From an optimization exercise on the open Yosys and OpenROAD flow, aimed at small area and a short achievable clock period; shortcuts taken in it are not production practice.
In this exercise RTL edits were held to simulation tests only and were not proved equivalent to the original.
No activity file was given, so power comes from the tool's default toggle rates.

File: flow/design.v
module contador (iCLK, iRST_n, iENABLE, iUP_DOWN, oCOUNT, oTC, oTCMedios);
	parameter fin_cuenta = 20;  
	parameter n = $clog2(fin_cuenta-1);  
	input iCLK, iRST_n, iENABLE, iUP_DOWN;
	output reg [n-1:0] oCOUNT;
	output oTC,oTCMedios;
	always @(posedge iCLK)
	begin
		if (!iRST_n)			 
			oCOUNT <= 0;
		else if (iENABLE)		 
			begin
			if (iUP_DOWN)		 
				begin
				if(oCOUNT == fin_cuenta-1)  
					oCOUNT <= 0;
				else
					oCOUNT <= oCOUNT + 1;  
				end
			else						 
				begin
				if(oCOUNT == 0)	 
					oCOUNT <= fin_cuenta-1;
				else					 
					oCOUNT <= oCOUNT -1;
				end
			end
	end
	assign oTC = (iUP_DOWN)? ((oCOUNT == (fin_cuenta-1))? iENABLE :0) : ((oCOUNT == 0)? iENABLE : 0);
	assign oTCMedios = (iUP_DOWN)? ((oCOUNT == (fin_cuenta/2))? iENABLE :0) : ((oCOUNT == 0)? iENABLE : 0);
endmodule 
module ram_dp #(parameter mem_depth=32, parameter size=8)
(
input [size-1:0] data_in,
input wren,clock,rden,
input [$clog2(mem_depth-1)-1:0] wraddress, 
input [$clog2(mem_depth-1)-1:0] rdaddress,
output logic [size-1:0] data_out
);
logic [size-1:0] mem [mem_depth-1 :0];
always_ff @(posedge clock)
begin
  if (wren==1'b1)
        mem[wraddress]<=data_in;
  if (rden==1'b1)
        data_out<=mem[rdaddress];   
end     
endmodule 
module DataPath_FIFO (
    input  CLK, RST_n, 
    input  e_countr, e_countw, e_USE_DW, UD_USE_DW, control,
    input WREN, RDEN,
    input [7:0] data_in,
    output [4:0] USE_DW,
    output reg [7:0] data_out
);
wire [$clog2(31)-1:0] wraddress; 
wire [$clog2(31)-1:0] rdaddress;
wire [7:0] DATA;
contador Countw
(
	.iCLK(CLK) ,	 
	.iRST_n(RST_n) ,	 
	.iENABLE(e_countw) ,	 
	.oCOUNT(wraddress) ,	 
	.iUP_DOWN(1'b1)
);
defparam Countw.fin_cuenta = 32; 
contador Countr
(
	.iCLK(CLK) ,	 
	.iRST_n(RST_n) ,	 
	.iENABLE(e_countr) ,	 
	.oCOUNT(rdaddress) ,	 
	.iUP_DOWN(1'b1)
);
defparam Countr.fin_cuenta = 32; 
contador Use_DW
(
	.iCLK(CLK) ,	 
	.iRST_n(RST_n) ,	 
	.iENABLE(e_USE_DW) ,	 
	.oCOUNT(USE_DW) ,	 
	.iUP_DOWN(UD_USE_DW)
);
defparam Use_DW.fin_cuenta = 32;  
ram_dp  Ram_dp (
    .clock(CLK),
    .rden(RDEN),
    .wren(WREN),
    .data_in(data_in), 
    .wraddress(wraddress), 
    .rdaddress(rdaddress),
    .data_out(DATA)
);
always@(posedge CLK)
begin
	if(control)
		data_out <= data_in;
	else
		data_out <= DATA;
end
endmodule
module FSM_FIFO (
	input CLK, RESET_N,
	input CLEAR_N, READ, WRITE, 
	input [4:0] USE_DW,
	output reg F_FULL_N, F_EMPTY_N, UD_USE_DW,
	output reg e_countw,e_countr, e_USE_DW, WREN, RDEN, control
);
reg [1:0] state, next_state;
localparam [1:0] vacio = 2'b00, otros = 2'b01, lleno = 2'b10;
always @(posedge CLK)
	begin
		if(!RESET_N)
			state <= vacio;
		else if (!CLEAR_N)
			state <= vacio;
		else
			state <= next_state;
	end
always @(WRITE, READ, USE_DW, state)
begin
		case (state)
			vacio:
				begin
					if(WRITE == 1 && READ == 0)
						next_state = otros;
					else
						next_state = vacio;
				end
			otros:
				begin
					if (WRITE)
						if(READ)
							next_state = otros;
						else
							begin
								if(USE_DW == 31)
									next_state = lleno;
								else
									next_state = otros;
							end
					else
						if(!READ)
							next_state = otros;
						else
							begin
								if(USE_DW == 1)
									next_state = vacio;
								else
									next_state = otros;
							end
				end
			lleno:
				begin
					if (WRITE)
						next_state = lleno; 
					else
						if (READ)
							next_state = otros;
						else
							next_state = lleno;
				end
			default: next_state = vacio;
		endcase 
	end
always @(state, READ, WRITE)
	begin
		case (state)
			vacio:
				begin
					F_EMPTY_N = 0;
					F_FULL_N = 1;
					if (WRITE && READ)
						begin
							WREN = 1;
							RDEN = 1;
							e_countw = 0;
							e_countr = 0;
							e_USE_DW = 0;
							UD_USE_DW = 1;
							control = 1;
						end
					else if (WRITE == 1 && READ == 0)
						begin
							WREN = 1;
							RDEN = 0;
							e_countw = 1;
							e_countr = 0;
							e_USE_DW = 1;
							UD_USE_DW = 1;
							control = 0;
						end
					else
						begin
							WREN = 0;
							RDEN = 0;
							e_countw = 0;
							e_countr = 0;
							e_USE_DW = 0;
							UD_USE_DW = 1;
							control = 0;
						end
				end
			otros:
				begin
					F_EMPTY_N = 1;
					F_FULL_N = 1;
					control = 0;
					if (WRITE)
						if (READ)
							begin
								WREN = 1;  
								RDEN = 1;  
								e_countw = 1;
								e_countr = 1;
								e_USE_DW = 0;
								UD_USE_DW = 1;
							end
						else
							begin
								WREN = 1;  
								RDEN = 0;  
								e_countw = 1;
								e_countr = 0;
								e_USE_DW = 1;
								UD_USE_DW = 1;
							end
					else if (!WRITE && READ)
						begin
							WREN = 0;  
							RDEN = 1;  
							e_countw = 0;
							e_countr = 1;
							e_USE_DW = 1;
							UD_USE_DW = 0;
						end
					else
						begin
							WREN = 0;  
							RDEN = 0;  
							e_countw = 0;
							e_countr = 0;
							e_USE_DW = 0;
							UD_USE_DW = 1;
						end
				end
			lleno:
				begin
					F_EMPTY_N = 1;
					F_FULL_N = 0;
					control = 0;
					if (WRITE && READ)
						begin
							WREN = 1;  
							RDEN = 1;  
							e_countw = 1;
							e_countr = 1;
							e_USE_DW = 0;
							UD_USE_DW = 1;
						end
					else if (!WRITE && READ)
						begin
							WREN = 0;  
							RDEN = 1;  
							e_countw = 0;
							e_countr = 1;
							e_USE_DW = 1;
							UD_USE_DW = 0;
						end
					else
						begin
							WREN = 0;  
							RDEN = 0;  
							e_countw = 0;
							e_countr = 0;
							e_USE_DW = 0;
							UD_USE_DW = 1;
						end
				end
			default:
				begin
					F_EMPTY_N = 1;
					F_FULL_N = 1;
					control = 0;
					WREN = 0;  
					RDEN = 0;  
					e_countw = 0;
					e_countr = 0;
					e_USE_DW = 0;
					UD_USE_DW = 1;
				end
		endcase
	end
endmodule 
module FIFO(
	input [7:0] DATA_IN,
	input READ, WRITE, CLEAR_N, RESET_N, CLOCK,
	output[7:0] DATA_OUT,
	output [4:0] USE_DW,
	output F_FULL_N, F_EMPTY_N
);
wire e_countr, e_countw,e_USE_DW, UD_USE_DW;
wire WREN, RDEN, control;
wire RESET;
and(RESET, RESET_N, CLEAR_N);
DataPath_FIFO DataPath_FIFO
(
	.CLK(CLOCK) ,	
	.RST_n(RESET) ,	
	.e_countr(e_countr) ,	
	.e_countw(e_countw) ,
	.e_USE_DW(e_USE_DW) ,
	.UD_USE_DW(UD_USE_DW) ,
	.WREN(WREN) ,
	.RDEN(RDEN) ,
	.data_in(DATA_IN) ,
	.USE_DW(USE_DW) ,
	.control(control),
	.data_out(DATA_OUT) 
);
FSM_FIFO FSM_FIFO
(
	.CLK(CLOCK) ,	
	.RESET_N(RESET) ,
	.CLEAR_N(RESET) ,
	.READ(READ) ,	
	.control(control),
	.WRITE(WRITE) ,	
	.USE_DW(USE_DW) ,
	.F_FULL_N(F_FULL_N) ,
	.F_EMPTY_N(F_EMPTY_N) ,
	.UD_USE_DW(UD_USE_DW) ,	
	.e_countw(e_countw) ,	
	.e_countr(e_countr) ,	
	.e_USE_DW(e_USE_DW) ,	
	.WREN(WREN) ,	
	.RDEN(RDEN) 	
);
endmodule 
File: flow/run.sh
#!/bin/bash
# synth_recipe.tcl (not shown) runs the flow's synth.tcl, then flattens the netlist and writes it again
# the make line also repeats each setting of config.mk as NAME=value (left out here)
make -C /OpenROAD-flow-scripts/flow DESIGN_CONFIG=/design/flow/config.mk WORK_HOME=/design/flow/orfs CLKGATE_MAP_FILE= SYNTH_SCRIPT=/design/flow/synth_recipe.tcl finish
File: flow/config.mk
export PLATFORM = sky130hd
export DESIGN_NAME = FIFO
export DESIGN_NICKNAME = FIFO
export VERILOG_FILES = /design/flow/design.v
export SDC_FILE = /design/flow/constraint.sdc
export NUM_CORES = 4
export LEC_CHECK = 0
export CAP_MARGIN = 20
export CORE_MARGIN = 2
export CORE_UTILIZATION = 40
export SLEW_MARGIN = 20
File: flow/constraint.sdc
create_clock -name core_clock -period 2.5 [get_ports {CLOCK}]
set_input_delay 0.5000 -clock core_clock [delete_from_list [all_inputs] [get_ports {CLOCK}]]
set_output_delay 0.5000 -clock core_clock [all_outputs]
set_load 0.01 [all_outputs]
==> impl_metrics.sql, run 1 <==
INSERT INTO impl_metrics (metric_group, metric, value, unit) VALUES
('run_status', 'outcome', 'no timing/DRC/antenna violations', ''),
('detailed_routing', 'initialDrtViolationCount', '578', ''),
('critical_path', 'worst-path-max-fanout', '6', ''),
('synthesis', 'yosys.cell_types.count', '56', ''),
('synthesis', 'yosys_warnings', '4', ''),
('timing', 'upper_clock_frequency_limit', '426', 'MHz'),
('critical_path', 'end_kind', 'output port', ''),
('synthesis', 'mappedNetlistArea', '11700', 'sq um'),
('detailed_routing', 'wl_per_cell', '21.5', 'um'),
('floorplanning', 'die_width', '175', 'um'),
('floorplanning', 'fp.dieArea', '30600', 'sq um'),
('grt', 'grt_first_pass_wirelength', '39.2', 'mm'),
('grt', 'first_global_vias', '6630', ''),
('place', 'placed_cells', '1112', ''),
('floorplanning', 'fp-row-count', '62', ''),
('power', 'switching_share', '0.198', ''),
('cts', 'cts_max_level', '1', ''),
('critical_path', 'worst-endpoint-arrival', '1850', 'ps'),
('power', 'total_switching_power', '2.00', 'mW'),
('place', 'finalWeightedCongestion', '0.850', ''),
('min_path', 'worstHoldPathType', 'flip-flop to flip-flop', ''),
('cts', 'cts-root-to-sink-buffers', '3', ''),
('power', 'sequentialPowerShare', '0.527', ''),
('power', 'leakagePower', '4.45', 'nW'),
('synthesis', 'synth_top_cells_by_count', '264 x sky130_fd_sc_hd__edfxtp_1, 45 x sky130_fd_sc_hd__mux4_2, 44 x sky130_fd_sc_hd__nor2_1', ''),
('detailed_routing', 'finalWirelength', '25.3', 'mm'),
('timing', 'grt_setup_unrepaired', 'no', ''),
('timing', 'finalWorstPathRequiredPeriod', '2350', 'ps'),
('detailed_routing', 'via_count', '6325', ''),
('final_layout', 'final_net_count', '801', ''),
('critical_path', 'cpMostUsedCell', 'sky130_fd_sc_hd__inv_1', ''),
('synthesis', 'yosysSeqAreaShare', '0.720', ''),
('synthesis', 'synth.ff_latch_count', '289', ''),
('cts', 'path_clk_slew', '60', 'ps'),
('power', 'power_report.internal_total', '8.11', 'mW'),
('grt', 'grt.overflow.total', '0', ''),
('floorplanning', 'total_i_o_pin_count', '28', ''),
('detailed_routing', 'per_cell_via_count_in_the_routed_design', '5.38', ''),
('critical_path', 'worst_path_largest_cell_delay', '530', 'ps'),
('timing', 'setup_viol_count_final', '0', ''),
('power', 'vdd.ir_drop.worst', '0.524', 'mV'),
('timing', 'slew_violations', '0', ''),
('flow_run', 'maxCapViolations', '0', ''),
('floorplanning', 'die_h', '175', 'um'),
('timing', 'finClkSkew', '8.04', 'ps'),
('cts', 'numCtsBuffers', '30', ''),
('final_layout', 'synthToLayoutAreaGrowth', '19.0', '%'),
('place', 'detailedPlacementHpwl', '16.6', 'mm'),
('timing', 'worst_slew_margin_rel', '0.469', ''),
('power', 'pwr_density_cell', '726', 'nW/um^2'),
('power', 'post-layout-total-power', '10.1', 'mW'),
('critical_path', 'worst_setup_path_start_kind', 'flip-flop', ''),
('detailed_routing', 'drtAntennaViolNets', '0', ''),
('timing', 'report.final.hold_viol_count', '0', ''),
('timing', 'tightest_slew', '795', 'ps'),
('critical_path', 'crit_type', 'flip-flop to output port', ''),
('synthesis', 'synthFlopType', 'sky130_fd_sc_hd__edfxtp_1', ''),
('synthesis', 'asyncSetResetFlopFracSynth', '0', ''),
('synthesis', 'net_count_synth', '692', ''),
('critical_path', 'worstPathRequired', '2000', 'ps'),
('floorplanning', 'initial_utilization', '0.407', ''),
('critical_path', 'cell_breakdown_of_the_critical_path', 'inv_1, ha_1, inv_1, clkdlybuf4s50_1', ''),
('grt', 'grt_usage', '0.168', ''),
('final_layout', 'fin_cells', '1175', ''),
('power', 'clockPowerShare', '0.442', ''),
('place', 'port_buffers', '27', ''),
('final_layout', 'design_area', '13900', 'sq um'),
('critical_path', 'max_stage_delay_cell_worst_path', 'sky130_fd_sc_hd__clkdlybuf4s50_1', ''),
('final_layout', 'diodes', '0', ''),
('cts', 'root_buffer', 'sky130_fd_sc_hd__clkbuf_16', ''),
('detailed_routing', 'drc_errors', '0', '');
-- metal layers --
metal	track usage	share of wire	vias up	wire, um
met5	0	0	-	0
met4	0.0399	0.018	0	466
met3	0.0272	0.059	36	1500
met2	0.272	0.48	204	12000
met1	0.239	0.45	3207	11300
li1	-	-	2878	-
-- cell usage in the layout, fill, tap and decap left out, types with 21 or more instances in the layout --
| master | Yosys | final |
|---|---|---|
| sky130_fd_sc_hd__a21oi_1 | 28 | 28 |
| sky130_fd_sc_hd__buf_4 | 4 | 83 |
| sky130_fd_sc_hd__clkbuf_16 | 0 | 31 |
| sky130_fd_sc_hd__clkdlybuf4s50_1 | 0 | 27 |
| sky130_fd_sc_hd__dfxtp_1 | 25 | 23 |
| sky130_fd_sc_hd__edfxtp_1 | 264 | 264 |
| sky130_fd_sc_hd__ha_1 | 21 | 21 |
| sky130_fd_sc_hd__mux2i_1 | 36 | 36 |
| sky130_fd_sc_hd__mux4_2 | 45 | 45 |
| sky130_fd_sc_hd__nor2_1 | 44 | 44 |
-- through the flow --
step / setup TNS, ps / setup slack (ps) / util
after floorplan: 0 / 452 / -
after global placement: -17160 / -101 / 0.447
after detailed placement: -30590 / -198 / 0.447
after CTS: 0 / 59.0 / 0.482
after global routing: 0 / 15.8 / 0.484
final: 0 / 152 / 0.484
-- logic make-up (layout without fill, tap and decap cells) --
group,count (synthesis),after routing,synth area share
fa+ha+maj,21,21,0.0225
flops,289,289,0.720
buf+inv,46,179,0.0209
mux,91,91,0.130
simple gates,110,110,0.0474
xor+xnor,1,1,0.000749
compound gates,100,100,0.0587
-- final timing paths --
path                                    start                                to  slack, ps  cells past startpoint
max                         FSM_FIFO.state[0]                          F_FULL_N        150                      4
max reg2reg    DataPath_FIFO.Countr.oCOUNT[1]  DataPath_FIFO.Ram_dp.data_out[5]        160                      6
min reg2reg  DataPath_FIFO.Ram_dp.data_out[3]         DataPath_FIFO.data_out[3]        480                      1
min          DataPath_FIFO.Ram_dp.data_out[3]         DataPath_FIFO.data_out[3]        480                      1
-- power by group through the flow --
stage / Sequential, mW / Clock (mW) / Combinational, mW
floorplan: 5.43 / 0 / 0.0998
finish: 5.32 / 4.47 / 0.319
global route: 5.32 / 4.78 / 0.344
global placement: 5.42 / 0 / 0.312
detailed placement: 5.43 / 0 / 0.320
CTS: 5.32 / 4.56 / 0.321
-- registers in the layout, indices dropped and copies added (netlist names) --
register                       cells
DataPath_FIFO.Ram_dp.mem         256
DataPath_FIFO.Countr.oCOUNT        5
DataPath_FIFO.Countw.oCOUNT        5
DataPath_FIFO.data_out             8
FSM_FIFO.state                     2
DataPath_FIFO.Use_DW.oCOUNT        5
DataPath_FIFO.Ram_dp.data_out      8
-- area by class of cell --
type | instances | area, sq um
multi-input combinational | 323 | 3030
timing repair buffer | 112 | 933
fill | 2383 | 14900
clock inverter | 20 | 208
clock buffer | 36 | 795
inverter | 11 | 41.3
tap | 384 | 480
sequential | 289 | 8430
-- what timing repair did --
| item | 4_1_cts | 5_1_grt |
|---|---|---|
| resized for setup | 0 | 1 |
| setup endpoints to repair | 0 | 3 |
| setup buffers | 0 | 7 |
==> inputs of run 2 (changes only) <==
==> flow/design.v (replaced) <==
module FIFO(
	input [7:0] DATA_IN,
	input READ, WRITE, CLEAR_N, RESET_N, CLOCK,
	output reg [7:0] DATA_OUT,
	output reg [4:0] USE_DW,
	output reg F_FULL_N, F_EMPTY_N
);
reg [255:0] sr;       
reg [7:0]   rd;       
wire rst = ~(RESET_N & CLEAR_N);
wire shift = WRITE & (READ | F_FULL_N);
always @(posedge CLOCK)
	if (shift)
		sr <= {sr[247:0], DATA_IN};
wire [7:0] oldest [0:31];
genvar s;
generate
	for (s = 0; s < 32; s = s + 1) begin : g_rot
		assign oldest[s] = sr[8*((s+31)%32) +: 8];
	end
endgenerate
always @(posedge CLOCK)
	rd <= oldest[USE_DW];
always @(posedge CLOCK)
	if (~F_EMPTY_N & WRITE & READ)
		DATA_OUT <= DATA_IN;
	else
		DATA_OUT <= rd;
wire inc = WRITE & ~READ & F_FULL_N;
wire dec = READ & ~WRITE & F_EMPTY_N;
always @(posedge CLOCK)
	if (rst) begin
		USE_DW    <= 5'd0;
		F_FULL_N  <= 1'b1;
		F_EMPTY_N <= 1'b0;
	end else if (inc) begin
		USE_DW    <= USE_DW + 5'd1;
		F_FULL_N  <= ~(USE_DW == 5'd31);
		F_EMPTY_N <= 1'b1;
	end else if (dec) begin
		USE_DW    <= USE_DW - 5'd1;
		F_FULL_N  <= 1'b1;
		F_EMPTY_N <= ~(USE_DW == 5'd1 && F_FULL_N);
	end
endmodule
--- a/flow/config.mk
+++ b/flow/config.mk
@@ -10,2 +10,3 @@
 export CORE_UTILIZATION = 40
+export SETUP_SLACK_MARGIN = 0.8
 export SLEW_MARGIN = 20
==> impl_metrics.sql, run 2 <==
INSERT INTO impl_metrics (metric_group, metric, value, unit) VALUES
('detailed_routing', 'per_cell_via_count_in_the_routed_design', '6.16', ''),
('timing', 'hold_ws', '432', 'ps'),
('final_layout', 'flip_flop_count_of_the_largest_register_all_copies_and_words_added', '256', ''),
('detailed_routing', 'via_count', '7088', ''),
('final_layout', 'layout-drive-gt1-share', '0.259', ''),
('place', 'port_buffers', '27', ''),
('run_status', 'outcome', 'no timing/DRC/antenna violations', ''),
('floorplanning', 'fp.dieArea', '28800', 'sq um'),
('timing', 'tightest_slew', '615', 'ps'),
('critical_path', 'worst_path_largest_cell_delay', '450', 'ps'),
('timing', 'finClkSkew', '17.8', 'ps'),
('final_layout', 'synthToLayoutAreaGrowth', '23.3', '%'),
('synthesis', 'synth_edf_count', '256', ''),
('cts', 'path_clk_slew', '70', 'ps'),
('power', 'total_switching_power', '2.27', 'mW'),
('grt', 'initial_antenna_violation_count', '0', ''),
('timing', 'worst_slew_margin_rel', '0.588', ''),
('cts', 'numCtsBuffers', '29', ''),
('final_layout', 'diodes', '0', ''),
('detailed_routing', 'initialDrtViolationCount', '959', ''),
('synthesis', 'asyncSetResetFlopFracSynth', '0', ''),
('synthesis', 'yosys_warnings', '1', ''),
('timing', 'setup_viol_count_final', '0', ''),
('final_layout', 'registers.top_by_ff_count', 'sr', ''),
('power', 'pwr_density_cell', '786', 'nW/um^2'),
('critical_path', 'worst-endpoint-arrival', '2610', 'ps'),
('cts', 'cts_tree', 'built', ''),
('synthesis', 'synth_top_area_frac', '0.699', ''),
('floorplanning', 'die_h', '170', 'um'),
('power', 'power_report.internal_total', '8.38', 'mW'),
('cts', 'clock_insertion_delay_worst_skew', '560', 'ps'),
('synthesis', 'synth.most_common_cell', 'sky130_fd_sc_hd__edfxtp_1', ''),
('critical_path', 'cpMostUsedCell', 'sky130_fd_sc_hd__buf_4', ''),
('critical_path', 'worst-path-max-fanout', '12', ''),
('cts', 'cts-root-to-sink-buffers', '3', ''),
('final_layout', 'filler_cell_count', '2208', ''),
('floorplanning', 'die_width', '170', 'um'),
('grt', 'first_global_vias', '6976', ''),
('power', 'clockPowerShare', '0.432', ''),
('synthesis', 'synth.area.top_cells', 'sky130_fd_sc_hd__edfxtp_1 70%, sky130_fd_sc_hd__dfxtp_1 4.2%, sky130_fd_sc_hd__a22oi_1 2.6%', ''),
('detailed_routing', 'finalWirelength', '29.9', 'mm'),
('final_layout', 'layout.cells.most_common', 'sky130_fd_sc_hd__edfxtp_1', ''),
('final_layout', 'layout.core_utilization', '0.503', ''),
('critical_path', 'end_kind', 'flip-flop', ''),
('grt', 'maximum_number_of_pins_on_one_net_before_global_route_repair', '62', ''),
('floorplanning', 'core', '27000', 'sq um'),
('power', 'vdd.ir_drop.worst', '0.522', 'mV'),
('floorplanning', 'initial_utilization', '0.408', ''),
('place', 'detailedPlacementHpwl', '19.8', 'mm'),
('cts', 'root_buffer', 'sky130_fd_sc_hd__clkbuf_16', ''),
('synthesis', 'syn_avg_cell_area', '16.0', 'sq um'),
('synthesis', 'net_count_synth', '709', ''),
('floorplanning', 'fp-row-count', '60', ''),
('critical_path', 'worst_setup_path_start_kind', 'flip-flop', ''),
('timing', 'grt_setup_unrepaired', 'yes', ''),
('synthesis', 'synthFlopType', 'sky130_fd_sc_hd__edfxtp_1', ''),
('detailed_routing', 'first_pass_iters', '8', ''),
('critical_path', 'crit_type', 'flip-flop to flip-flop', ''),
('critical_path', 'max_stage_delay_cell_worst_path', 'sky130_fd_sc_hd__o32ai_1', ''),
('synthesis', 'synth_top_cell_by_area', 'sky130_fd_sc_hd__edfxtp_1', ''),
('power', 'post-layout-total-power', '10.7', 'mW'),
('synthesis', 'synth_top_cells_by_count', '256 x sky130_fd_sc_hd__edfxtp_1, 47 x sky130_fd_sc_hd__nand3_1, 38 x sky130_fd_sc_hd__a22oi_1', ''),
('synthesis', 'yosys.cell_types.count', '65', ''),
('grt', 'grt_first_pass_wirelength', '44.7', 'mm'),
('synthesis', 'netlist_instances', '689', ''),
('cts', 'holdBufCountCts', '0', ''),
('final_layout', 'final_net_count', '807', ''),
('place', 'placement.cell_area', '12100', 'sq um'),
('power', 'sequentialPowerShare', '0.524', ''),
('cts', 'clock_sinks', '279', ''),
('power', 'switching_share', '0.213', ''),
('timing', 'upper_clock_frequency_limit', '468', 'MHz'),
('final_layout', 'layout_common_cells', '256 x sky130_fd_sc_hd__edfxtp_1, 64 x sky130_fd_sc_hd__buf_4, 47 x sky130_fd_sc_hd__nand3_1, 37 x sky130_fd_sc_hd__a22oi_1, 31 x sky130_fd_sc_hd__nand2_1', ''),
('detailed_routing', 'drtAntennaViolNets', '0', ''),
('grt', 'grt_usage', '0.208', ''),
('timing', 'report.final.hold_viol_count', '0', ''),
('detailed_routing', 'drc_errors', '0', ''),
('synthesis', 'yosysSeqAreaShare', '0.741', ''),
('power', 'leakagePower', '4.59', 'nW'),
('final_layout', 'design_area', '13600', 'sq um'),
('timing', 'slew_violations', '0', ''),
('grt', 'grt.overflow.total', '0', ''),
('synthesis', 'synth.ff_latch_count', '279', ''),
('final_layout', 'largestRegisters', 'sr: 256 flops, DATA_OUT: 8 flops, rd: 8 flops', ''),
('timing', 'finalWorstPathRequiredPeriod', '2140', 'ps'),
('cts', 'cts_max_level', '1', ''),
('timing', 'timing.final.crit_share', '0.855', ''),
('place', 'finalWeightedCongestion', '0.924', ''),
('floorplanning', 'total_i_o_pin_count', '28', ''),
('synthesis', 'mappedNetlistArea', '11000', 'sq um'),
('detailed_routing', 'wl_per_cell', '26.0', 'um'),
('flow_run', 'maxCapViolations', '0', ''),
('critical_path', 'cell_breakdown_of_the_critical_path', 'buf_4, buf_6, nor2_2, buf_4, a21oi_1, o32ai_1, nor4_4, a41oi_2', ''),
('critical_path', 'worstPathRequired', '2970', 'ps'),
('power', 'comb_power_share', '0.044', ''),
('min_path', 'worstHoldPathType', 'flip-flop to flip-flop', '');
==> run 2: kinds of logic after synthesis <==
kind of cell | synth area share
buffers and inverters | 0.0232
AOI/OAI and AO/OA | 0.0996
xor gates and xnor gates | 0.00239
DFF | 0.741
and+or+nand+nor | 0.0748
muxes | 0.0512
adders and majority gates | 0.00796
==> run 2: stage by stage <==
stage / TNS (ps) / setup WS [ps] / cells
after floorplan: -79560 / -311 / 689
after global placement: 0 / 204 / 1073
after detailed placement: 0 / 120 / 1073
after CTS: 0 / 447 / 1144
after global routing: 0 / 326 / 1151
final: 0 / 363 / 1151
==> run 2: power groups by stage <==
stage,clock [mW],combinational [mW],sequential (mW)
final,4.60,0.469,5.58
after global routing,4.88,0.499,5.60
after CTS,4.66,0.459,5.58
after detailed placement,0,0.445,5.67
after global placement,0,0.437,5.67
after floorplan,0,0.234,5.60
==> run 2: repair_timing <==
action	4_1_cts	5_1_grt
gates resized for setup	79	18
buffers inserted	16	6
setup endpoints to repair	24	14
pin swaps	8	7
cloned	1	1
==> run 2: worst max-delay path, delay by kind of cell, from the launching register on <==
family	cells	cell delay [ps]
flip-flops	1	340
AO/OA/AOI/OAI	3	720
AND/OR/NAND/NOR	2	410
buffers and inverters	3	590
==> run 2: path summary, 6_finish.rpt <==
check / endpoint / slack (ps) / cells after the start / startpoint
hold / removal: sr[194] / 430 / 0 / sr[186]
setup reg to reg: rd[6] / 360 / 8 / USE_DW[3]
setup / recovery: rd[6] / 360 / 8 / USE_DW[3]
hold reg to reg: sr[194] / 430 / 0 / sr[186]
==> run 2: layout make-up <==
type,count,area [sq um],share of cell area
Sequential cell,279,8170,0.602
Clock buffer,38,800,0.0590
Tap cell,341,427,0.0315
Clock inverter,16,223,0.0164
Timing Repair Buffer,113,1120,0.0823
Inverter,8,32.5,0.00240
Multi-Input combinational cell,356,2790,0.206
==> run 2: routing by layer <==
layer  vias up  share of wire  wire, um  GRT usage
li1       2992              -         -          -
met1      3548           0.40     12100      0.295
met2       475           0.46     13700      0.317
met3        73           0.11      3270     0.0520
met4         0          0.029       876     0.0695
met5         -              0         0          0
==> inputs of run 3 (changes only) <==
--- a/flow/config.mk
+++ b/flow/config.mk
@@ -10,3 +10,3 @@
 export CORE_UTILIZATION = 40
-export SETUP_SLACK_MARGIN = 0.8
+export SETUP_SLACK_MARGIN = 1.2
 export SLEW_MARGIN = 20
==> impl_metrics.sql, run 3 <==
INSERT INTO impl_metrics (metric_group, metric, value, unit) VALUES
('run_status', 'outcome', 'no timing/DRC/antenna violations', ''),
('power', 'leakagePower', '5.41', 'nW'),
('detailed_routing', 'drc_errors', '0', ''),
('cts', 'root_buffer', 'sky130_fd_sc_hd__clkbuf_16', ''),
('synthesis', 'synth_edf_count', '256', ''),
('critical_path', 'worst_path_largest_cell_delay', '540', 'ps'),
('timing', 'finalWorstPathRequiredPeriod', '2190', 'ps'),
('critical_path', 'critPathTopFamily', 'simple AND/OR/NAND/NOR gates', ''),
('place', 'detailedPlacementHpwl', '20.0', 'mm'),
('critical_path', 'worst-endpoint-arrival', '2650', 'ps'),
('grt', 'first_global_vias', '7475', ''),
('grt', 'grt.overflow.total', '0', ''),
('floorplanning', 'die_width', '170', 'um'),
('place', 'post-place-ws', '84.9', 'ps'),
('final_layout', 'layout_common_cells', '256 x sky130_fd_sc_hd__edfxtp_1, 68 x sky130_fd_sc_hd__buf_4, 47 x sky130_fd_sc_hd__buf_6, 46 x sky130_fd_sc_hd__nand3_1, 37 x sky130_fd_sc_hd__a22oi_1', ''),
('synthesis', 'netlist_instances', '689', ''),
('power', 'pwr_density_cell', '688', 'nW/um^2'),
('flow_run', 'maxCapViolations', '0', ''),
('floorplanning', 'fp.dieArea', '28800', 'sq um'),
('floorplanning', 'total_i_o_pin_count', '28', ''),
('power', 'vdd.ir_drop.worst', '0.491', 'mV'),
('timing', 'fin_tns_setup', '0', 'ps'),
('min_path', 'worstHoldPathType', 'flip-flop to flip-flop', ''),
('critical_path', 'crit_buf_inv', '2', ''),
('critical_path', 'cpMostUsedCell', 'sky130_fd_sc_hd__buf_6', ''),
('synthesis', 'yosys.cell_types.count', '65', ''),
('timing', 'worst_slew_margin_rel', '0.473', ''),
('floorplanning', 'initial_utilization', '0.408', ''),
('critical_path', 'end_kind', 'flip-flop', ''),
('critical_path', 'cell_breakdown_of_the_critical_path', 'buf_6, and3_4, ha_4, buf_6, or4_4, or2_4, a41oi_2', ''),
('final_layout', 'final_net_count', '898', ''),
('detailed_routing', 'first_pass_iters', '8', ''),
('critical_path', 'worst-path-max-fanout', '8', ''),
('critical_path', 'worst_setup_path_start_kind', 'flip-flop', ''),
('place', 'placement.cell_area', '12200', 'sq um'),
('detailed_routing', 'finalWirelength', '32.7', 'mm'),
('final_layout', 'layout-drive-gt1-share', '0.369', ''),
('timing', 'report.final.hold_viol_count', '0', ''),
('grt', 'grt_first_pass_wirelength', '47.8', 'mm'),
('floorplanning', 'die_h', '170', 'um'),
('power', 'post-layout-total-power', '10.5', 'mW'),
('detailed_routing', 'wl_per_cell', '26.4', 'um'),
('detailed_routing', 'via_count', '7665', ''),
('timing', 'final_critical_path_setup_slack', '308', 'ps'),
('timing', 'timing.final.crit_share', '0.877', ''),
('timing', 'setup_viol_count_final', '0', ''),
('floorplanning', 'core', '27000', 'sq um'),
('grt', 'maximum_number_of_pins_on_one_net_before_global_route_repair', '16', ''),
('synthesis', 'synth.ff_latch_count', '279', ''),
('place', 'finalWeightedCongestion', '0.949', ''),
('cts', 'path_clk_slew', '60', 'ps'),
('cts', 'cts-root-to-sink-buffers', '3', ''),
('final_layout', 'registers.top_by_ff_count', 'sr', ''),
('synthesis', 'yosysSeqAreaShare', '0.741', ''),
('synthesis', 'synth_top_area_frac', '0.699', ''),
('synthesis', 'synth.area.top_cells', 'sky130_fd_sc_hd__edfxtp_1 70%, sky130_fd_sc_hd__dfxtp_1 4.2%, sky130_fd_sc_hd__a22oi_1 2.6%', ''),
('final_layout', 'synthToLayoutAreaGrowth', '38.8', '%'),
('timing', 'upper_clock_frequency_limit', '456', 'MHz'),
('synthesis', 'synth_top_cell_by_area', 'sky130_fd_sc_hd__edfxtp_1', ''),
('critical_path', 'worstPathRequired', '2960', 'ps'),
('final_layout', 'layout.core_utilization', '0.566', ''),
('critical_path', 'max_stage_delay_cell_worst_path', 'sky130_fd_sc_hd__or4_4', ''),
('final_layout', 'diodes', '0', ''),
('final_layout', 'layout.cells.most_common', 'sky130_fd_sc_hd__edfxtp_1', ''),
('timing', 'tightest_slew', '787', 'ps'),
('timing', 'slew_violations', '0', ''),
('synthesis', 'synth_top_cells_by_count', '256 x sky130_fd_sc_hd__edfxtp_1, 47 x sky130_fd_sc_hd__nand3_1, 38 x sky130_fd_sc_hd__a22oi_1', ''),
('timing', 'grt_setup_unrepaired', 'yes', ''),
('detailed_routing', 'initialDrtViolationCount', '1114', ''),
('final_layout', 'flip_flop_count_of_the_largest_register_all_copies_and_words_added', '256', ''),
('detailed_routing', 'drtAntennaViolNets', '0', ''),
('grt', 'initial_antenna_violation_count', '1', ''),
('cts', 'clock_insertion_delay_worst_skew', '550', 'ps'),
('synthesis', 'mappedNetlistArea', '11000', 'sq um'),
('synthesis', 'synthFlopType', 'sky130_fd_sc_hd__edfxtp_1', ''),
('cts', 'cts_tree', 'built', ''),
('synthesis', 'yosys_warnings', '1', ''),
('grt', 'grt_usage', '0.224', ''),
('final_layout', 'design_area', '15300', 'sq um'),
('cts', 'numCtsBuffers', '28', ''),
('detailed_routing', 'per_cell_via_count_in_the_routed_design', '6.18', ''),
('synthesis', 'synth.most_common_cell', 'sky130_fd_sc_hd__edfxtp_1', ''),
('place', 'port_buffers', '27', ''),
('critical_path', 'crit_type', 'flip-flop to flip-flop', ''),
('synthesis', 'net_count_synth', '709', ''),
('timing', 'finClkSkew', '11.8', 'ps'),
('synthesis', 'syn_avg_cell_area', '16.0', 'sq um'),
('cts', 'cts_max_level', '1', ''),
('final_layout', 'largestRegisters', 'sr: 256 flops, DATA_OUT: 8 flops, rd: 8 flops', ''),
('cts', 'clock_sinks', '279', ''),
('synthesis', 'asyncSetResetFlopFracSynth', '0', ''),
('floorplanning', 'fp-row-count', '60', '');
## run 3: cell counts after synthesis
Identical to the previous run, type by type.
## run 3: kinds of logic (layout without fill, tap and decap cells)
group	after synthesis	count (layout)	share of synthesized area
adder cells (fa/ha/maj)	7	7	0.00796
XOR/XNOR	3	3	0.00239
flip-flops	279	279	0.741
AND/OR/NAND/NOR	157	157	0.0748
multiplexers	47	47	0.0512
AO/OA/AOI/OAI	142	142	0.0996
buffers and inverters	54	264	0.0232
## run 3: power breakdown
part           total [mW]  internal (mW)  switching [mW]
registers            5.59           5.41           0.185
clock network        4.11           2.38            1.73
logic               0.802          0.451           0.351
total                10.5           8.24            2.26
## run 3: final cells by class
| class | count | area (sq um) |
|---|---|---|
| repair buffers | 205 | 2770 |
| fillers | 2003 | 11700 |
| clock inverters | 11 | 104 |
| clock buffers | 40 | 787 |
| flip-flops and latches | 279 | 8170 |
| multi-input cells | 356 | 2970 |
| inverters | 8 | 37.5 |
| well taps | 341 | 427 |
## run 3: worst reg2reg max path, delay by kind of cell, from the launching register on
| family | cells | cell delay (ps) |
|---|---|---|
| compound gates | 1 | 230 |
| fa+ha+maj | 1 | 170 |
| buf+inv | 2 | 270 |
| flops | 1 | 370 |
| simple gates | 3 | 1070 |
## run 3: path summary, 6_finish.rpt
check,start,to,slack [ps],cells past startpoint
max,USE_DW[2],rd[4],310,7
min reg2reg,sr[187],sr[195],450,0
min,sr[187],sr[195],450,0
max reg2reg,USE_DW[2],rd[4],310,7
## run 3: timing repair
item,CTS,global route
buffers inserted,69,17
gates resized for setup,173,77
pin swaps,11,36
gates cloned,23,5
hold buffers,0,0
setup endpoints to repair,284,289
## run 3: per-stage QoR
step / std cells / hold WS [ps]
after floorplan: 689 / 418
after global placement: 1075 / 424
after detailed placement: 1075 / 431
after CTS: 1218 / 445
after global routing: 1240 / 457
final: 1240 / 448
## run 3: routing by layer
| layer | up-vias | routed length (um) | track usage | share of wire |
|---|---|---|---|---|
| met5 | - | 13 | 0 | 0.00040 |
| met4 | 2 | 1310 | 0.0795 | 0.040 |
| met3 | 118 | 3610 | 0.0555 | 0.11 |
| met2 | 569 | 14700 | 0.341 | 0.45 |
| met1 | 3794 | 13100 | 0.314 | 0.40 |
| li1 | 3182 | - | - | - |
==> inputs of run 4 (changes only) <==
--- a/flow/config.mk
+++ b/flow/config.mk
@@ -10,3 +10,2 @@
 export CORE_UTILIZATION = 40
-export SETUP_SLACK_MARGIN = 1.2
 export SLEW_MARGIN = 20
==> impl_metrics.sql, run 4 <==
INSERT INTO impl_metrics (metric_group, metric, value, unit) VALUES
('cts', 'holdBufCountCts', '0', ''),
('power', 'comb_power_share', '0.045', ''),
('synthesis', 'yosys_warnings', '1', ''),
('timing', 'report.final.hold_viol_count', '0', ''),
('detailed_routing', 'first_pass_iters', '6', ''),
('cts', 'numCtsBuffers', '28', ''),
('detailed_routing', 'drtAntennaViolNets', '0', ''),
('place', 'placement.cell_area', '12100', 'sq um'),
('floorplanning', 'fp-row-count', '60', ''),
('timing', 'timing.final.crit_share', '0.981', ''),
('final_layout', 'diodes', '0', ''),
('synthesis', 'synth_top_cells_by_count', '256 x sky130_fd_sc_hd__edfxtp_1, 47 x sky130_fd_sc_hd__nand3_1, 38 x sky130_fd_sc_hd__a22oi_1', ''),
('synthesis', 'yosys.cell_types.count', '65', ''),
('critical_path', 'end_kind', 'output port', ''),
('final_layout', 'flip_flop_count_of_the_largest_register_all_copies_and_words_added', '256', ''),
('timing', 'grt_setup_unrepaired', 'no', ''),
('critical_path', 'worst_setup_path_start_kind', 'flip-flop', ''),
('grt', 'initial_antenna_violation_count', '0', ''),
('cts', 'cts-root-to-sink-buffers', '3', ''),
('final_layout', 'final_net_count', '787', ''),
('synthesis', 'synthFlopType', 'sky130_fd_sc_hd__edfxtp_1', ''),
('critical_path', 'max_stage_delay_cell_worst_path', 'sky130_fd_sc_hd__clkdlybuf4s50_1', ''),
('synthesis', 'asyncSetResetFlopFracSynth', '0', ''),
('flow_run', 'maxCapViolations', '0', ''),
('cts', 'cts_max_level', '1', ''),
('grt', 'grt.overflow.total', '0', ''),
('critical_path', 'worst_path_largest_cell_delay', '600', 'ps'),
('critical_path', 'crit_type', 'flip-flop to output port', ''),
('power', 'vdd.ir_drop.worst', '0.406', 'mV'),
('min_path', 'worstHoldPathType', 'flip-flop to flip-flop', ''),
('cts', 'path_clk_slew', '60', 'ps'),
('cts', 'clock_sinks', '279', ''),
('synthesis', 'net_count_synth', '709', ''),
('synthesis', 'mappedNetlistArea', '11000', 'sq um'),
('floorplanning', 'initial_utilization', '0.408', ''),
('cts', 'clock_insertion_delay_worst_skew', '550', 'ps'),
('final_layout', 'registers.top_by_ff_count', 'sr', ''),
('synthesis', 'netlist_instances', '689', ''),
('final_layout', 'synthToLayoutAreaGrowth', '18.2', '%'),
('power', 'total_switching_power', '2.22', 'mW'),
('detailed_routing', 'via_count', '6915', ''),
('detailed_routing', 'wl_per_cell', '25.8', 'um'),
('floorplanning', 'die_h', '170', 'um'),
('place', 'post-place-ws', '101', 'ps'),
('critical_path', 'worst-path-max-fanout', '18', ''),
('detailed_routing', 'drc_errors', '0', ''),
('power', 'sequentialPowerShare', '0.553', ''),
('place', 'detailedPlacementHpwl', '19.7', 'mm'),
('run_status', 'outcome', 'no timing/DRC/antenna violations', ''),
('place', 'port_buffers', '27', ''),
('critical_path', 'cell_breakdown_of_the_critical_path', 'buf_4, clkdlybuf4s50_1', ''),
('final_layout', 'layout_common_cells', '256 x sky130_fd_sc_hd__edfxtp_1, 59 x sky130_fd_sc_hd__buf_4, 47 x sky130_fd_sc_hd__nand3_1, 38 x sky130_fd_sc_hd__a22oi_1, 31 x sky130_fd_sc_hd__nand2_1', ''),
('final_layout', 'layout-drive-gt1-share', '0.198', ''),
('timing', 'upper_clock_frequency_limit', '408', 'MHz'),
('final_layout', 'layout.core_utilization', '0.482', ''),
('timing', 'tightest_slew', '1130', 'ps'),
('timing', 'final_critical_path_setup_slack', '48.4', 'ps'),
('synthesis', 'synth_edf_count', '256', ''),
('synthesis', 'syn_avg_cell_area', '16.0', 'sq um'),
('timing', 'worst_slew_margin_rel', '0.244', ''),
('place', 'finalWeightedCongestion', '0.937', ''),
('power', 'leakagePower', '4.33', 'nW'),
('floorplanning', 'total_i_o_pin_count', '28', ''),
('synthesis', 'synth-compound-area-share', '0.0996', ''),
('final_layout', 'largestRegisters', 'sr: 256 flops, DATA_OUT: 8 flops, rd: 8 flops', ''),
('timing', 'finalWorstPathRequiredPeriod', '2450', 'ps'),
('timing', 'setup_viol_count_final', '0', ''),
('grt', 'first_global_vias', '6834', ''),
('synthesis', 'synth-xor-area-share', '0.00239', ''),
('detailed_routing', 'initialDrtViolationCount', '1018', ''),
('synthesis', 'synth_simple_gate_area_frac', '0.0748', '');
## run 4: cell counts after synthesis
No cell type changed its count.
## run 4: cell families (layout without fill, tap and decap cells)
logic type,count (synthesis),count (layout)
flip-flops,279,279
AO/OA/AOI/OAI,142,142
XOR/XNOR,3,3
multiplexers,47,47
buffers and inverters,54,154
adder cells (fa/ha/maj),7,7
AND/OR/NAND/NOR,157,157
## run 4: final timing paths
| kind | slack (ps) | depth (start not counted) | endpoint | startpoint |
|---|---|---|---|---|
| hold / removal | 440 | 0 | sr[76] | sr[68] |
| setup reg to reg | 110 | 8 | rd[0] | USE_DW[0] |
| hold reg to reg | 440 | 0 | sr[76] | sr[68] |
| setup / recovery | 50 | 2 | USE_DW[4] | USE_DW[4] |
## run 4: layer usage
metal / vias to the layer above / GRT usage / part of all wire / routed length (um)
met1: 3468 / 0.295 / 0.44 / 12800
met2: 442 / 0.299 / 0.44 / 12800
met3: 66 / 0.0413 / 0.092 / 2670
met4: 0 / 0.0669 / 0.031 / 892
li1: 2939 / - / - / -
met5: - / 0 / 0 / 0
## run 4: critical path: cells and delay by family (launching register included)
family / cells / cell delay, ps
buffers and inverters: 2 / 940
DFF: 1 / 460
## run 4: power groups by stage
stage | Clock (mW) | Sequential, mW | Combinational (mW)
after global routing | 4.29 | 5.60 | 0.484
final | 4.05 | 5.58 | 0.455
after detailed placement | 0 | 5.67 | 0.447
after global placement | 0 | 5.66 | 0.439
after CTS | 4.11 | 5.58 | 0.449
after floorplan | 0 | 5.60 | 0.234
## run 4: repair_timing
item | 4_1_cts | 5_1_grt
resized for setup | 0 | 4
setup buffers | 0 | 0
endpoints found under the setup margin | 0 | 8
hold endpoints to repair | 0 | 0
## run 4: cell type report
class                   instances  area, sq um  area share
flip-flops and latches        279         8160       0.628
multi-input cells             356         2640       0.203
clock buffers                  34          764      0.0588
inverters                       8         30.0     0.00231
repair buffers                 94          873      0.0672
well taps                     341          427      0.0328
clock inverters                18          111     0.00857
## run 4: through the flow
step / hold WS, ps / TNS, ps / std cells
4_1_cts: 444 / 0 / 1130
3_3_place_gp: 423 / 0 / 1078
3_5_place_dp: 432 / 0 / 1078
6_report: 442 / 0 / 1130
2_1_floorplan: 418 / -79560 / 689
5_1_grt: 451 / 0 / 1130

static timing again, ports no longer ideal:
No port has a modelled driver above. Below, the same layouts with a new extraction and two added sets of constraints. Step 1: set_driving_cell puts a clkbuf_16 on CLOCK and a buf_2 on each other input, an assumption about the parent block. Step 2 moves the port delays by t, midway between the first and last clock arrival at a register: inputs arrive t later, outputs are due t later. That takes back most of the time a late clock gives input paths. Three values: no drivers, after step 1, after step 2; two values: the first two.
run | t, ns | slack for setup (ns) | worst setup path at the end | worst data-port slew with drivers (ns) | pins driven straight from the clock port
run 1 | 0.583 | 0.152 / 0.106 / -0.223 | input to register | 0.03 | 1
run 2 | 0.599 | 0.363 / 0.363 / 0.313 | input to register | 0.03 | 1
run 3 | 0.587 | 0.308 / 0.308 / 0.308 | register to register | 0.03 | 1
run 4 | 0.593 | 0.048 / -0.001 / 0.107 | register to register | 0.03 | 1
With both steps, setup timing fails in run 1, where it was met with ideal ports. For run 1, which loses most, drivers alone change the setup slack by -0.046 ns; drivers and shift together by -0.375 ns.
